This design comes from an exercise in tuning for small area, a short achievable clock period and few clock cycles per item on the open sky130 flow, not from production work.
The RTL was checked by simulation tests, not by an equivalence proof against the original design.

## run 1
## Sha3512
module Sha3512(
	input  wire         inClk,
	input  wire         inInit,
	input  wire         inDataWr,
	input  wire [575:0] inData,
	output wire [575:0] outData,
	output wire         outBusy
);
reg  [1599:0] regState;
reg           regBusy;
reg  [4:0]    regRound;
reg  [63:0]   rc;
wire [1599:0] roundOut;
always @(*) begin
	case (regRound)
		5'd0:  rc = 64'h0000000000000001;  5'd1:  rc = 64'h0000000000008082;
		5'd2:  rc = 64'h800000000000808A;  5'd3:  rc = 64'h8000000080008000;
		5'd4:  rc = 64'h000000000000808B;  5'd5:  rc = 64'h0000000080000001;
		5'd6:  rc = 64'h8000000080008081;  5'd7:  rc = 64'h8000000000008009;
		5'd8:  rc = 64'h000000000000008A;  5'd9:  rc = 64'h0000000000000088;
		5'd10: rc = 64'h0000000080008009;  5'd11: rc = 64'h000000008000000A;
		5'd12: rc = 64'h000000008000808B;  5'd13: rc = 64'h800000000000008B;
		5'd14: rc = 64'h8000000000008089;  5'd15: rc = 64'h8000000000008003;
		5'd16: rc = 64'h8000000000008002;  5'd17: rc = 64'h8000000000000080;
		5'd18: rc = 64'h000000000000800A;  5'd19: rc = 64'h800000008000000A;
		5'd20: rc = 64'h8000000080008081;  5'd21: rc = 64'h8000000000008080;
		5'd22: rc = 64'h0000000080000001;  default: rc = 64'h8000000080008008;
	endcase
end
wire selRound  = ~inInit & regBusy;
wire selHold   = ~inInit & ~regBusy;
wire [1599:0] nextState;
genvar i;
generate
	for (i = 0; i < 576; i = i + 1) begin : gabs
		kNextAbs u (.r(roundOut[i]), .s(regState[i]), .d(inData[i]), .selR(selRound),
		            .selS(selHold), .wr(inDataWr), .y(nextState[i]));
	end
	for (i = 576; i < 1600; i = i + 1) begin : gnext
		kNext u (.r(roundOut[i]), .s(regState[i]), .selR(selRound), .selS(selHold), .y(nextState[i]));
	end
endgenerate
keccakP keccakp (.inData(regState), .inRc(rc), .outData(roundOut));
always @(posedge inClk) begin
	regState <= nextState;
	if (inInit) begin
		regBusy  <= 1'b0;
		regRound <= 5'd0;
	end else if (regBusy) begin
		regBusy  <= (regRound != 5'd23);
		regRound <= (regRound == 5'd23) ? 5'd0 : regRound + 5'd1;
	end else if (inDataWr) begin
		regBusy  <= 1'b1;
	end
end
assign outData = {64'b0, regState[511:0]};
assign outBusy = regBusy;
endmodule
Size in the first run: ~1600 flip-flops, roughly 1200 I/O pins.
==> flow/config.mk <==
export PLATFORM = sky130hd
export DESIGN_NAME = Sha3512
export DESIGN_NICKNAME = Sha3512
export VERILOG_FILES = /design/flow/design.v
export SDC_FILE = /design/flow/constraint.sdc
export NUM_CORES = 4
export LEC_CHECK = 0
export CAP_MARGIN = 30
export CORE_MARGIN = 2
export CORE_UTILIZATION = 50
export PLACE_DENSITY = 0.65
export SETUP_SLACK_MARGIN = 2.5
export SLEW_MARGIN = 30
export SYNTH_HIERARCHICAL = 1
export SYNTH_MINIMUM_KEEP_SIZE = 0
==> flow/constraint.sdc <==
create_clock -name core_clock -period 5.0 [get_ports {inClk}]
set_input_delay 1.0000 -clock core_clock [delete_from_list [all_inputs] [get_ports {inClk}]]
set_output_delay 1.0000 -clock core_clock [all_outputs]
set_load 0.01 [all_outputs]
run.sh (not shown) runs the stock make flow with config.mk's settings and CLKGATE_MAP_FILE= SYNTH_SCRIPT=/design/flow/synth_recipe.tcl, a recipe that flattens the netlist after the stock synthesis.
No final results exist for run 1, since it was stopped by error GRT-0116 during global routing.
Testbench counts of run 1, summed over its fixed seeds: cycles 12,417, blocks 489.
What run 2 does differently from run 1 at the input level:
- changing SETUP_SLACK_MARGIN from 2.5 to 2.25
- changing CORE_UTILIZATION from 50 to 45
- changing PLACE_DENSITY from 0.65 to 0.6
==> flow/flow/run.sh (new file) <==
#!/bin/bash
# Standard ORFS layout, except that the port buffers are buf_2 cells rather
# than the delay buffers buffer_ports picks by default.
set -euo pipefail
export BUFFER_PORTS_ARGS="-buffer_cell sky130_fd_sc_hd__buf_2"
bash standard.sh > flow_make.log 2>&1
==> flow/standard.sh (new file) <==
#!/bin/bash
# synth_recipe.tcl (not shown) runs the flow's synth.tcl, then flattens the netlist and writes it again
# the make line also repeats each setting of config.mk as NAME=value (left out here)
make -C /OpenROAD-flow-scripts/flow DESIGN_CONFIG=/design/flow/config.mk WORK_HOME=/design/flow/orfs CLKGATE_MAP_FILE= SYNTH_SCRIPT=/design/flow/synth_recipe.tcl "${@:-finish}"
removed: flow/run.sh
Notes after the runs:
The flow did not stop early for run 2: all stages ran, and the layout cleared the timing, DRC and antenna checks.
Delta (run 2 minus run 1): post-place instance area went down 0.0041 mm^2, number of placed instances, taps included rose 2.4%, vertical die dimension went up about 5.4%.
Run 1 -> run 2: final weighted congestion in routability-driven placement decreased by a few percent
Of run 1 and run 2, the run reporting the higher die extent in x was run 2.
The buffers inserted during post-CTS setup optimization number comes out lower for run 2 vs run 1.
Delta (run 2 minus run 1): number of buffers inserted during clock tree synthesis went up; number of gates given a new drive strength after cts shrank by about 65%; standard-cell row count up 5.2%; synthesized area now sits at about the same level.
### run 2 -> run 3
- swapping 0.6 for 0.65 in PLACE_DENSITY
- swapping 45 for 50 in CORE_UTILIZATION
- swapping 2.25 for 2.0 in SETUP_SLACK_MARGIN
- Going from run 2 to run 3, the proportion of cell area spent on the clock network was found to have gone up by 0.47 points.
- Per the comparison of run 3 with run 2, share of the clock period used by the worst path now larger.

==> re-timing with driven ports <==
No port has a modelled driver above. Below, the same layouts with a new extraction and two added sets of constraints. Step 1, drivers: a clkbuf_16 drives inClk and a buf_2 each remaining input, both assumed. Step 2 also shifts input and output timing later by t, the mid clock arrival at the registers, as if the neighbouring blocks saw the same clock. Slacks: ideal ports / drivers / drivers and shift; pairs: ideal ports / drivers.
run	shift t [ns]	setup slack, ns	worst setup path after step 2	pins driven straight from the clock port
run 2	1.035	1.939 / 1.939 / 1.534	input to register	1
run 3	0.986	1.788 / 1.788 / 1.720	input to register	1
After both steps every run listed still meets setup and hold. The setup slack of run 2, which loses most, moves by 0.000 ns with the drivers and by -0.405 ns with both steps.
